Background: an optimization exercise with open tools, aiming at small area. Do not read the settings as production practice.
RTL that was checked went through simulation tests only; none was proved equivalent to the original.
No activity file was given, so power comes from the tool's default toggle rates.

==> inputs of 05-15 <==
==> flow/design.v <==
`timescale 1ns / 1ps
module fir2n #(parameter WIDTH_DATA = 8, parameter N_TAPS = 16, parameter LOG2_N_TAPS = 4, parameter WIDTH_COEF0 = 8, parameter WIDTH_MAC_OUT = 8)(
    input clk, rst,
    input [WIDTH_DATA-1:0] din,
    output reg [WIDTH_MAC_OUT-1:0] dout
    );
    reg [4:0] cnt;           
    reg       flush;         
    wire [3:0] ph = cnt[3:0];
    always @(posedge clk) begin
        if (rst) begin
            cnt <= 5'd0;
            flush <= 1'b1;
        end else begin
            cnt <= cnt + 5'd1;
            if (cnt == 5'd31) flush <= 1'b0;
        end
    end
    reg [7:0] e1;
    reg [7:0] l1 [0:16];
    reg [7:0] l2 [0:14];
    integer i;
    always @(posedge clk) begin
        l2[0] <= (flush | ph == 4'd13) ? l1[15] : l2[14];
        l2[1] <= (ph == 4'd15) ? din : l2[0];
        for (i = 2; i < 15; i = i + 1) l2[i] <= l2[i-1];
        if (ph == 4'd13) e1 <= l2[14];
        l1[0] <= flush ? 8'd0 : l1[16];
        for (i = 1; i < 16; i = i + 1) l1[i] <= l1[i-1];
        l1[16] <= (ph == 4'd13) ? e1 : l1[15];
    end
    reg [7:0] a, nb;
    wire first = (ph == 4'd15);
    wire [7:0] a0 = first ? 8'd0 : a;
    wire [7:0] s1 = a0 ^ l1[0] ^ l2[0];
    wire [7:0] c1 = (a0 & l1[0]) | (a0 & l2[0]) | (l1[0] & l2[0]);
    wire [7:0] sa, ca;
    wire [7:0] x2 = {c1[6:0], 1'b0};
    assign sa = s1 ^ x2 ^ {ca[6:0], 1'b0};
    assign ca = (s1 & x2) | (s1 & {ca[6:0], 1'b0}) | (x2 & {ca[6:0], 1'b0});
    wire [7:0] sb, cb;
    assign sb = nb ^ a ^ {cb[6:0], 1'b0};
    assign cb = (nb & a) | (nb & {cb[6:0], 1'b0}) | (a & {cb[6:0], 1'b0});
    always @(posedge clk) begin
        a <= sa;
        nb <= first ? 8'hff : sb;
    end
    wire [7:0] y = {a[3:0] + ~nb[7:4], ~nb[3:0]};
    always @(posedge clk) begin
        if (rst)
            dout <= 8'd0;
        else if (first)
            dout <= flush ? 8'd0 : y;
    end
endmodule
==> flow/flow/run.sh <==
#!/bin/bash
# Standard layout, with small port buffers, no CTS dummy loads and power (size) recovery.
bash standard.sh BUFFER_PORTS_ARGS="-buffer_cell sky130_fd_sc_hd__buf_1" RECOVER_POWER=100 \
  CTS_ARGS="-sink_clustering_enable -repair_clock_nets -dont_use_dummy_load -buf_list sky130_fd_sc_hd__clkbuf_16 -sink_clustering_size 30 -sink_clustering_max_diameter 80" \
  finish > standard.log 2>&1
==> flow/standard.sh <==
#!/bin/bash
# synth_recipe.tcl (not shown) runs the flow's synth.tcl, then flattens the netlist and writes it again
# the make line also repeats each setting of config.mk as NAME=value (left out here)
make -C /OpenROAD-flow-scripts/flow DESIGN_CONFIG=/design/flow/config.mk WORK_HOME=/design/flow/orfs CLKGATE_MAP_FILE= SYNTH_SCRIPT=/design/flow/synth_recipe.tcl "${@:-finish}"
==> flow/config.mk <==
export PLATFORM = sky130hd
export DESIGN_NAME = fir2n
export DESIGN_NICKNAME = fir2n
export VERILOG_FILES = /design/flow/design.v
export SDC_FILE = /design/flow/constraint.sdc
export NUM_CORES = 4
export LEC_CHECK = 0
export CAP_MARGIN = 20
export CORE_MARGIN = 2
export CORE_UTILIZATION = 70
export SLEW_MARGIN = 20
==> flow/constraint.sdc <==
create_clock -name core_clock -period 4.5 [get_ports {clk}]
set_input_delay 0.9000 -clock core_clock [delete_from_list [all_inputs] [get_ports {clk}]]
set_output_delay 0.9000 -clock core_clock [all_outputs]
set_load 0.01 [all_outputs]
==> inputs of 01-24, as changes to 05-15 <==
==> flow/design.v (replaced) <==
`timescale 1ns / 1ps
module fir2n #(parameter WIDTH_DATA = 8, parameter N_TAPS = 16, parameter LOG2_N_TAPS = 4, parameter WIDTH_COEF0 = 8, parameter WIDTH_MAC_OUT = 8)(
    input clk, rst,
    input [WIDTH_DATA-1:0] din,
    output reg [WIDTH_MAC_OUT-1:0] dout
    );
    reg [4:0] cnt;           
    reg       flush;         
    wire [3:0] ph = cnt[3:0];
    always @(posedge clk) begin
        if (rst) begin
            cnt <= 5'd0;
            flush <= 1'b1;
        end else begin
            cnt <= cnt + 5'd1;
            if (cnt == 5'd30) flush <= 1'b0;
        end
    end
    reg [7:0] e0, e1;
    reg [7:0] l1 [0:16];
    reg [7:0] l2 [0:14];
    integer i;
    always @(posedge clk) begin
        if (ph == 4'd15) begin
            e0 <= din;
            e1 <= e0;
        end
        l1[0] <= flush ? 8'd0 : (ph == 4'd14 ? e1 : l1[16]);
        for (i = 1; i < 17; i = i + 1) l1[i] <= l1[i-1];
        l2[0] <= flush ? 8'd0 : (ph == 4'd13 ? l1[15] : l2[14]);
        for (i = 1; i < 15; i = i + 1) l2[i] <= l2[i-1];
    end
    reg [7:0] a, b;
    wire first = (ph == 4'd15);
    always @(posedge clk) begin
        a <= (first ? 8'd0 : a) + l1[0] + l2[0];
        b <= first ? 8'd0 : b - a;
    end
    always @(posedge clk) begin
        if (rst)
            dout <= 8'd0;
        else if (first)
            dout <= flush ? 8'd0 : {a[3:0] + b[7:4], b[3:0]};
    end
endmodule
==> flow/run.sh (new file) <==
#!/bin/bash
# synth_recipe.tcl (not shown) runs the flow's synth.tcl, then flattens the netlist and writes it again
# the make line also repeats each setting of config.mk as NAME=value (left out here)
make -C /OpenROAD-flow-scripts/flow DESIGN_CONFIG=/design/flow/config.mk WORK_HOME=/design/flow/orfs CLKGATE_MAP_FILE= SYNTH_SCRIPT=/design/flow/synth_recipe.tcl finish
- CORE_UTILIZATION: 70 -> 80
- CTS_BUF_LIST: not set -> sky130_fd_sc_hd__clkbuf_16
- CTS_CLUSTER_DIAMETER: not set -> 60
- CTS_CLUSTER_SIZE: not set -> 30
removed: flow/flow/run.sh
removed: flow/standard.sh
==> inputs of 06-26, as changes to 05-15 <==
==> flow/design.v (replaced) <==
`timescale 1ns / 1ps
module fir2n #(parameter WIDTH_DATA = 8, parameter N_TAPS = 16, parameter LOG2_N_TAPS = 4, parameter WIDTH_COEF0 = 8, parameter WIDTH_MAC_OUT = 8)(
    input clk, rst,
    input [WIDTH_DATA-1:0] din,
    output reg [WIDTH_MAC_OUT-1:0] dout
    );
    reg [4:0] cnt;           
    reg       flush;         
    wire [3:0] ph = cnt[3:0];
    always @(posedge clk) begin
        if (rst) begin
            cnt <= 5'd0;
            flush <= 1'b1;
        end else begin
            cnt <= cnt + 5'd1;
            if (cnt == 5'd31) flush <= 1'b0;
        end
    end
    reg [7:0] e0, e1;
    reg [7:0] l1 [0:16];
    reg [7:0] l2 [0:14];
    integer i;
    always @(posedge clk) begin
        if (ph == 4'd15) begin
            e0 <= din;
            e1 <= e0;
        end
        l1[0] <= flush ? 8'd0 : (ph == 4'd14 ? e1 : l1[16]);
        for (i = 1; i < 17; i = i + 1) l1[i] <= l1[i-1];
        l2[0] <= (flush | ph == 4'd13) ? l1[15] : l2[14];
        for (i = 1; i < 15; i = i + 1) l2[i] <= l2[i-1];
    end
    reg [7:0] a, b;
    wire first = (ph == 4'd15);
    always @(posedge clk) begin
        a <= (first ? 8'd0 : a) + l1[0] + l2[0];
        b <= first ? 8'd0 : b - a;
    end
    always @(posedge clk) begin
        if (rst)
            dout <= 8'd0;
        else if (first)
            dout <= flush ? 8'd0 : {a[3:0] + b[7:4], b[3:0]};
    end
endmodule
==> flow/flow/run.sh (replaced) <==
#!/bin/bash
# Standard layout, with small port buffers, no CTS dummy loads and power (size) recovery.
bash standard.sh BUFFER_PORTS_ARGS="-buffer_cell sky130_fd_sc_hd__buf_1" RECOVER_POWER=100 \
  CTS_ARGS="-sink_clustering_enable -repair_clock_nets -dont_use_dummy_load -buf_list sky130_fd_sc_hd__clkbuf_16 -sink_clustering_size 35 -sink_clustering_max_diameter 60" \
  finish > standard.log 2>&1
==> inputs of 08-23, as changes to 05-15 <==
==> flow/design.v (replaced) <==
`timescale 1ns / 1ps
module fir2n #(parameter WIDTH_DATA = 8, parameter N_TAPS = 16, parameter LOG2_N_TAPS = 4, parameter WIDTH_COEF0 = 8, parameter WIDTH_MAC_OUT = 8)(
    input clk, rst,
    input [WIDTH_DATA-1:0] din,
    output reg [WIDTH_MAC_OUT-1:0] dout
    );
    reg [4:0] cnt;           
    reg       flush;         
    wire [3:0] ph = cnt[3:0];
    always @(posedge clk) begin
        if (rst) begin
            cnt <= 5'd0;
            flush <= 1'b1;
        end else begin
            cnt <= cnt + 5'd1;
            if (cnt == 5'd31) flush <= 1'b0;
        end
    end
    reg [7:0] e0, e1;
    reg [7:0] l1 [0:16];
    reg [7:0] l2 [0:14];
    integer i;
    always @(posedge clk) begin
        if (ph == 4'd15) begin
            e0 <= din;
            e1 <= e0;
        end
        l1[0] <= flush ? 8'd0 : (ph == 4'd14 ? e1 : l1[16]);
        for (i = 1; i < 17; i = i + 1) l1[i] <= l1[i-1];
        l2[0] <= (flush | ph == 4'd13) ? l1[15] : l2[14];
        for (i = 1; i < 15; i = i + 1) l2[i] <= l2[i-1];
    end
    reg [7:0] a, b;
    wire first = (ph == 4'd15);
    always @(posedge clk) begin
        a <= (first ? 8'd0 : a) + l1[0] + l2[0];
        b <= first ? 8'd0 : b - a;
    end
    always @(posedge clk) begin
        if (rst)
            dout <= 8'd0;
        else if (first)
            dout <= flush ? 8'd0 : {a[3:0] + b[7:4], b[3:0]};
    end
endmodule
==> flow/flow/run.sh (replaced) <==
#!/bin/bash
# Standard layout, with small port buffers, no CTS dummy loads and power (size) recovery.
bash standard.sh BUFFER_PORTS_ARGS="-buffer_cell sky130_fd_sc_hd__buf_1" RECOVER_POWER=100 \
  CTS_ARGS="-sink_clustering_enable -repair_clock_nets -dont_use_dummy_load -buf_list sky130_fd_sc_hd__clkbuf_16 -sink_clustering_size 45 -sink_clustering_max_diameter 50" \
  finish > standard.log 2>&1
- CORE_UTILIZATION: 70 -> 85
- PLACE_DENSITY: not set -> 0.9
==> comparison table <==
metric                                                                         05-15                     01-24                     06-26                 08-23
Inverters, non-clock                                                               6                        30                        31                     -
Max FFs per register                                                             136                       136                       136                     -
Achievable frequency                                                         236 MHz                   243 MHz                   319 MHz                     -
R2R depth                                                                         13                        13                        13                     -
Average routed wire per standard cell                                        15.9 um                   27.8 um                   15.9 um                     -
Synth Area in Compound Gates                                                  0.893%                     3.02%                     2.66%                 2.66%
Cell kind with the greatest summed area                       flip-flops and latches    flip-flops and latches    flip-flops and latches                     -
#MultiIn Comb                                                                    139                       173                       155                     -
Area growth syn-to-layout                                                      6.44%                     9.70%                     6.97%                     -
Wire length reported by the detailed router                                  9.68 mm                   18.8 mm                   10.5 mm                     -
Count of flip-flops with a built-in enable after synthesis                         8                        16                        16                    16
Status                                              no timing/DRC/antenna violations  no timing/DRC/antenna violations  no timing/DRC/antenna violations        did not finish
Failing step                                                                       -                         -                         -  clock tree synthesis
Number of global-route vias before repair                                       3149                      4425                      3409                     -
Commonest non-fill, non-tap cell in the layout              sky130_fd_sc_hd__dfxtp_1  sky130_fd_sc_hd__dfxtp_1  sky130_fd_sc_hd__dfxtp_1                     -
DR DRC count                                                                       0                         0                         0                     -
Top power consumer group                                            sequential cells          sequential cells          sequential cells                     -
Clock tree from TritonCTS                                                        yes                       yes                       yes                     -
Number of setup violations in the final report                                     0                         0                         0                     -
Overall die area                                                          11200 um^2                10300 um^2                11700 um^2                     -
HPWL Detailed                                                                5.69 mm                   8.48 mm                   6.29 mm               8.47 mm
Share of synthesized area spent on multiplexers                                2.89%                     1.31%                     2.50%                 2.50%
Reported leakage power                                                       3.19 nW                   3.42 nW                   3.37 nW                     -
Detailed-route vias per instance                                                4.76                      6.01                      4.86                     -
No functional check of the RTL was part of 01-24, 06-26 and 08-23.

re-timing with driven ports:
In the flow no input, the clock included, has a driving cell. The finished layouts below were timed again as built, in two steps.
Step 1: set_driving_cell puts a clkbuf_16 on clk and a buf_2 on each other input, an assumption about the parent block.
Step 2, shift: input delay + t, output delay - t, t = (earliest + latest rising clock arrival at the registers) / 2. This alone moves slack from input paths to output paths.
Slacks: ideal / step 1 / step 2; pairs: ideal / step 1.
| run | t, ns | setup slack, ns | hold WS [ns] | latest minus earliest clock arrival (ns) | pins driven straight from the clock port |
|---|---|---|---|---|---|
| 05-15 | 0.491 | 0.267 / 0.267 / 0.267 | 0.311 / 0.311 / 0.311 | 0.024 / 0.025 | 1 |
| 01-24 | 0.529 | 0.392 / 0.392 / 0.392 | 0.332 / 0.332 / 0.332 | 0.025 / 0.026 | 1 |
| 06-26 | 0.495 | 1.366 / 1.366 / 1.366 | 0.306 / 0.306 / 0.306 | 0.037 / 0.038 | 1 |
After both steps setup and hold are still met in every run listed.
